Source: an optimization exercise on an open RTL-to-GDS flow (aim: small area, a short achievable clock period and few clock cycles). Production flows keep margins and buffers that such runs may drop. Only simulation tests tie the RTL to the original design; equivalence was not proved. Power and IR drop assume default switching activity.

== JK ==
==> flow/design.v (excerpt) <==
module  des(input clk,
            input des_enable,
            input reset,
            input des_mode,
            input [1:64] data_i,
            input [1:64] key_i,
            output wire [1:64] data_o,
            output reg ready_o);
==> module contrl, before the edit <==
module contrl(input clk,
              input reset,
              input des_enable,
              input des_mode,
              output reg idle,
              output reg active,
              output reg ready_o,
              output reg one_l,
              output reg one_r,
              output reg two_l,
              output reg two_r);
	reg [3:0] cnt;
	wire last = (cnt == 4'd15);
	wire [3:0] cnt_n = active ? cnt + 4'd1 : 4'd0;
	wire one_n = (cnt_n == 4'd0) || (cnt_n == 4'd7) || (cnt_n == 4'd14);
	always @(posedge clk or negedge reset)
		if (reset == 1'b0) begin
			idle <= 1'b1;
			active <= 1'b0;
			ready_o <= 1'b0;
		end else begin
			idle <= idle & ~des_enable;
			active <= idle ? des_enable : (active & ~last);
			ready_o <= ready_o | (active & last);
		end
	always @(posedge clk) begin
		cnt <= cnt_n;
		one_l <= one_n & ~des_mode;
		one_r <= one_n & des_mode;
		two_l <= ~one_n & ~des_mode;
		two_r <= ~one_n & des_mode;
	end
endmodule
==> module des, before the edit <==
module  des(input clk,
            input des_enable,
            input reset,
            input des_mode,
            input [1:64] data_i,
            input [1:64] key_i,
            output wire [1:64] data_o,
            output reg ready_o);
	wire [1:32] L_i_var, R_i_var;
	wire [1:28] C0, D0;
	wire [1:32] f;
	wire [1:56] Key_next;
	reg [1:32] L, R;
	reg [1:48] A;
	reg [1:56] K;
	wire idle, active, one_l, one_r, two_l, two_r;
	IP IP1(.in(data_i), .L_i_var(L_i_var), .R_i_var(R_i_var));
	IP_ni IP_ni(.in({R, L}), .out(data_o));
	pc_1 pc_1(.key_i(key_i), .C0(C0), .D0(D0));
	des_f des_f1(.A(A), .f(f));
	key_get key_get(.K(K), .C0(C0), .D0(D0), .des_mode(des_mode), .idle(idle),
	                .one_l(one_l), .one_r(one_r), .two_l(two_l), .two_r(two_r),
	                .K_next(Key_next));
	wire [1:32] L_sel = idle ? R_i_var : (ready_o ? R : L);
	wire [1:32] g = f & {32{active}};
	wire [1:32] R_next = L_sel ^ g;
	wire [1:48] A_pre = expand(L_sel) ^ pc2(Key_next);
	always @(posedge clk) begin
		R <= R_next;
		A <= A_pre ^ expand(g);
		L <= idle ? L_i_var : (ready_o ? L : R);
		K <= Key_next;
	end
	contrl contrl1(.clk(clk), .reset(reset), .des_enable(des_enable), .des_mode(des_mode),
	               .idle(idle), .active(active), .ready_o(ready_o),
	               .one_l(one_l), .one_r(one_r), .two_l(two_l), .two_r(two_r));
	function [1:48] expand(input [1:32] x);
		expand = {x[32],x[1],x[2],x[3],x[4],x[5],
		          x[4],x[5],x[6],x[7],x[8],x[9],
		          x[8],x[9],x[10],x[11],x[12],x[13],
		          x[12],x[13],x[14],x[15],x[16],x[17],
		          x[16],x[17],x[18],x[19],x[20],x[21],
		          x[20],x[21],x[22],x[23],x[24],x[25],
		          x[24],x[25],x[26],x[27],x[28],x[29],
		          x[28],x[29],x[30],x[31],x[32],x[1]};
	endfunction
	function [1:48] pc2(input [1:56] k);
		pc2 = {k[14],k[17],k[11],k[24],k[1],k[5],
		       k[3],k[28],k[15],k[6],k[21],k[10],
		       k[23],k[19],k[12],k[4],k[26],k[8],
		       k[16],k[7],k[27],k[20],k[13],k[2],
		       k[41],k[52],k[31],k[37],k[47],k[55],
		       k[30],k[40],k[51],k[45],k[33],k[48],
		       k[44],k[49],k[39],k[56],k[34],k[53],
		       k[46],k[42],k[50],k[36],k[29],k[32]};
	endfunction
endmodule
clock: 5.0 ns
lec_check: 0
abc_area: 1
cap_margin: 20
core_margin: 2
core_utilization: 55
place_density: 0.7
setup_slack_margin: 3.3
slew_margin: 20
tns_end_percent: 0
buffer_ports_args: -buffer_cell sky130_fd_sc_hd__buf_1
standard.sh (not shown) runs the stock make flow with config.mk's settings and CLKGATE_MAP_FILE= SYNTH_SCRIPT=/design/flow/synth_recipe.tcl, a recipe that flattens the netlist after the stock synthesis.
==> flow/flow/run.sh <==
#!/bin/bash
# The standard layout, with the port buffers that the standard flow puts on
# every input and output made as sky130_fd_sc_hd__buf_1 cells (plain buffers)
# instead of the delay buffers buffer_ports picks by default.
set -euo pipefail
echo 'export BUFFER_PORTS_ARGS = -buffer_cell sky130_fd_sc_hd__buf_1' >> config.mk
bash standard.sh > standard.log 2>&1
Testbench counts of JK, summed over its fixed seeds: cycles 43,200.
What MS does differently from JK at the input level:
--- a/flow/design.v
+++ b/flow/design.v
@@ -1179,12 +1179,13 @@
 endmodule
 module contrl(input clk,
               input reset,
               input des_enable,
               input des_mode,
               output reg idle,
+              output reg first,
               output reg active,
               output reg ready_o,
               output reg one_l,
               output reg one_r,
               output reg two_l,
               output reg two_r);
@@ -1201,12 +1202,13 @@
 			idle <= idle & ~des_enable;
 			active <= idle ? des_enable : (active & ~last);
 			ready_o <= ready_o | (active & last);
 		end
 	always @(posedge clk) begin
 		cnt <= cnt_n;
+		first <= idle;
 		one_l <= one_n & ~des_mode;
 		one_r <= one_n & des_mode;
 		two_l <= ~one_n & ~des_mode;
 		two_r <= ~one_n & des_mode;
 	end
 endmodule
@@ -1222,32 +1224,32 @@
 	wire [1:28] C0, D0;
 	wire [1:32] f;
 	wire [1:56] Key_next;
 	reg [1:32] L, R;
 	reg [1:48] A;
 	reg [1:56] K;
-	wire idle, active, one_l, one_r, two_l, two_r;
+	wire idle, first, active, one_l, one_r, two_l, two_r;
 	IP IP1(.in(data_i), .L_i_var(L_i_var), .R_i_var(R_i_var));
 	IP_ni IP_ni(.in({R, L}), .out(data_o));
 	pc_1 pc_1(.key_i(key_i), .C0(C0), .D0(D0));
 	des_f des_f1(.A(A), .f(f));
 	key_get key_get(.K(K), .C0(C0), .D0(D0), .des_mode(des_mode), .idle(idle),
 	                .one_l(one_l), .one_r(one_r), .two_l(two_l), .two_r(two_r),
 	                .K_next(Key_next));
-	wire [1:32] L_sel = idle ? R_i_var : (ready_o ? R : L);
+	wire [1:32] L_sel = idle ? R_i_var : first ? L_i_var : (ready_o ? R : L);
 	wire [1:32] g = f & {32{active}};
 	wire [1:32] R_next = L_sel ^ g;
 	wire [1:48] A_pre = expand(L_sel) ^ pc2(Key_next);
 	always @(posedge clk) begin
 		R <= R_next;
 		A <= A_pre ^ expand(g);
-		L <= idle ? L_i_var : (ready_o ? L : R);
+		if (!ready_o) L <= R;
 		K <= Key_next;
 	end
 	contrl contrl1(.clk(clk), .reset(reset), .des_enable(des_enable), .des_mode(des_mode),
-	               .idle(idle), .active(active), .ready_o(ready_o),
+	               .idle(idle), .first(first), .active(active), .ready_o(ready_o),
 	               .one_l(one_l), .one_r(one_r), .two_l(two_l), .two_r(two_r));
 	function [1:48] expand(input [1:32] x);
 		expand = {x[32],x[1],x[2],x[3],x[4],x[5],
 		          x[4],x[5],x[6],x[7],x[8],x[9],
 		          x[8],x[9],x[10],x[11],x[12],x[13],
 		          x[12],x[13],x[14],x[15],x[16],x[17],
## What came out
Between JK and MS, the difference in proportion of cell area spent on the clock network is negligible. MS vs JK: number of non-clock buffers up slightly. Worst slack at placement down 0.032 ns in MS wrt JK. On wire length of the first global-routing pass, JK beats MS. | net switching power of the design | MS vs JK | about 2.2% lower |. The launching instance or port of the critical path comes out contrl1.ready_o$_DFF_PN0_ in one run and L[5]$_DFFE_PP_ in the other, namely in MS and JK respectively. Against JK as the reference, MS delivers a lower total cell area at the placement stage. Total power, MS vs JK: down by a few percent. Fraction of final layout cells sized beyond drive strength 1 ended up 1.0 points lower on MS than on JK. MS ends up with a number of nets at the end of the flow that is about 0.8% lower than in JK. The clock share of power was comparable across JK and MS.
Testbench counts of MS, summed over its fixed seeds: cycles 43,200.

## port drivers added, routing unchanged
Ports are ideal in the flow. The routed layouts listed here were re-timed in OpenROAD. Step 1 (the two cells are an assumption about what drives the block):
set clk [get_ports {clk}]
set_driving_cell -lib_cell sky130_fd_sc_hd__clkbuf_16 $clk
set_driving_cell -lib_cell sky130_fd_sc_hd__buf_2 [delete_from_list [all_inputs] $clk]
Step 2, shift: input delay + t, output delay - t, t = (earliest + latest rising clock arrival at the registers) / 2. This alone moves slack from input paths to output paths. Slacks: ideal ports / drivers / drivers and shift; pairs: ideal ports / drivers.
run | t (ns) | slack for setup (ns) | latest minus earliest clock arrival (ns) | cell pins on the clock port's net
JK | 0.479 | 2.930 / 2.883 / 2.552 | 0.021 / 0.021 | 1
MS | 0.485 | 2.793 / 2.742 / 2.433 | 0.016 / 0.017 | 1
After both steps setup and hold are still met in every run listed. The setup slack of JK, which loses most, moves by -0.047 ns with the drivers and by -0.378 ns with both steps.
